From an optimization exercise on the open Yosys and OpenROAD flow, aimed at small area and a short achievable clock period; shortcuts taken in it are not production practice. Function was checked by simulation only, so behaviour that the tests miss may differ from the original.

==> indigo: inputs <==
==> flow/design.v (excerpt) <==
module filter(
	input             clk,
	input             n_reset,
	input      [15:0] x_in,
	output reg [15:0] y_out,
	input            h_write,
	input      [4:0] h_idx,
	input     [15:0] h_data
);
reg [23:0] xe [0:19];
wire [23:0] xin_e;
wire [16:0] xin_ext = {x_in, 1'b0};
genvar gk;
generate for (gk = 0; gk < 8; gk = gk + 1) begin : enc
  assign xin_e[3*gk+2] = xin_ext[2*gk+2];
  assign xin_e[3*gk+1] = xin_ext[2*gk+1] ^ xin_ext[2*gk];
  assign xin_e[3*gk]   = (xin_ext[2*gk+2] ^ xin_ext[2*gk+1]) & ~(xin_ext[2*gk+1] ^ xin_ext[2*gk]);
end endgenerate
integer i, k;
always @(posedge clk or negedge n_reset) begin
	if (n_reset == 1'b0) begin
		for (i = 0; i < 20; i = i + 1) xe[i] <= 24'd0;
	end else begin
		xe[0] <= xin_e;
		for (i = 1; i < 20; i = i + 1) xe[i] <= xe[i-1];
	end
end
reg [15:0] h [0:20];
always @(posedge clk or negedge n_reset) begin
	if (n_reset == 1'b0) begin
		h[0] <= 16'hfff6;
		h[1] <= 16'h003e;
		h[2] <= 16'h0054;
		h[3] <= 16'hfed8;
		h[4] <= 16'hff0a;
		h[5] <= 16'h03ba;
		h[6] <= 16'h01dd;
		h[7] <= 16'hf5ab;
		h[8] <= 16'hfd4f;
		h[9] <= 16'h278a;
		h[10] <= 16'h4307;
		h[11] <= 16'h278a;
		h[12] <= 16'hfd4f;
		h[13] <= 16'hf5ab;
		h[14] <= 16'h01dd;
		h[15] <= 16'h03ba;
		h[16] <= 16'hff0a;
		h[17] <= 16'hfed8;
		h[18] <= 16'h0054;
		h[19] <= 16'h003e;
  ...
export LEC_CHECK = 0
export CAP_MARGIN = 20
export CORE_MARGIN = 2
export CORE_UTILIZATION = 35
export MIN_ROUTING_LAYER = met2
export SLEW_MARGIN = 20
export SYNTH_HIERARCHICAL = 1
export SYNTH_MINIMUM_KEEP_SIZE = 0
create_clock -name core_clock -period 15.0 [get_ports {clk}]
standard.sh (not shown) runs the stock make flow with config.mk's settings and CLKGATE_MAP_FILE= SYNTH_SCRIPT=/design/flow/synth_recipe.tcl, a recipe that flattens the netlist after the stock synthesis.
==> flow/flow/run.sh <==
#!/bin/bash
# Standard ORFS layout (standard.sh), with the timing repair steps aiming at
# a setup slack margin so they shorten the critical paths beyond the 15 ns clock.
set -euo pipefail
cd "$(dirname "$0")/.."
export SETUP_SLACK_MARGIN=9
bash standard.sh synth > synth_make.log 2>&1
bash standard.sh floorplan > floorplan_make.log 2>&1
bash standard.sh place > place_make.log 2>&1
bash standard.sh cts > cts_make.log 2>&1
bash standard.sh route > route_make.log 2>&1
bash standard.sh finish > finish_make.log 2>&1
==> inputs of juniper, as changes to indigo <==
--- a/flow/config.mk
+++ b/flow/config.mk
@@ -10,3 +10,3 @@
 export CORE_UTILIZATION = 35
-export MIN_ROUTING_LAYER = met2
+export PLACE_DENSITY = 0.5
 export SLEW_MARGIN = 20
==> qor summary <==
                                                                                indigo         juniper
Inst Count DP                                                                     19279           19280
Yosys top cell area share                                                         0.392           0.392
Run status                                                       stopped before the end  finished clean
Failing step                                                   global routing (5_1_grt)               -
Post-CTS setup buffer count                                                         661             634
Post-cts gate resize count                                                         1615            1490
Number of CTS-inserted buffers                                                      163             161
Final RePlAce weighted congestion                                                  1.48            1.19
H-tree depth reported by CTS                                                          4               4
Setup slack after placement                                                     7.08 ns         6.50 ns
Fraction of synthesized area in multiplexers                                    0.00394         0.00394
Flops & latches, synth                                                             1127            1127
Sequential-to-total area share from yosys stat                                    0.180           0.180
Half-perimeter wire length of the detailed placement result                  1100000 um      1080000 um
Clock root cell                                                               clkbuf_16       clkbuf_16
Share of synthesized cell area in and, or, nand and nor gates                    0.0341          0.0341
Height of the chip                                                               677 um          677 um
Yosys Warn Count                                                                     11              11
Placed standard-cell area                                                   165000 um^2     165000 um^2
Yosys top cell by area                                                             fa_1            fa_1
XOR/XNOR Fraction of Synth Area                                                   0.168           0.168

==> static timing again, ports no longer ideal <==
No port has a modelled driver above. Below, the same layout with a new extraction and two added sets of constraints. Step 1: set_driving_cell puts a clkbuf_16 on clk and a buf_2 on each other input, an assumption about the parent block. Step 2 adds t to the input delays and takes it off the output delays; t is the mean of the earliest and latest rising clock arrival at the registers after step 1. Input paths then give back, and output paths get back, about the clock's delay inside the block. Slacks: ideal ports / drivers / drivers and shift; pairs: ideal ports / drivers.
run: juniper
t, ns: 1.116
slack for setup (ns): 8.485 / 8.485 / 7.868
latest minus earliest clock arrival (ns): 0.099 / 0.098
worst data-port slew with drivers (ns): 0.20
After both steps setup and hold are still met in juniper. The setup slack of juniper moves by 0.000 ns with the drivers and by -0.617 ns with both steps.
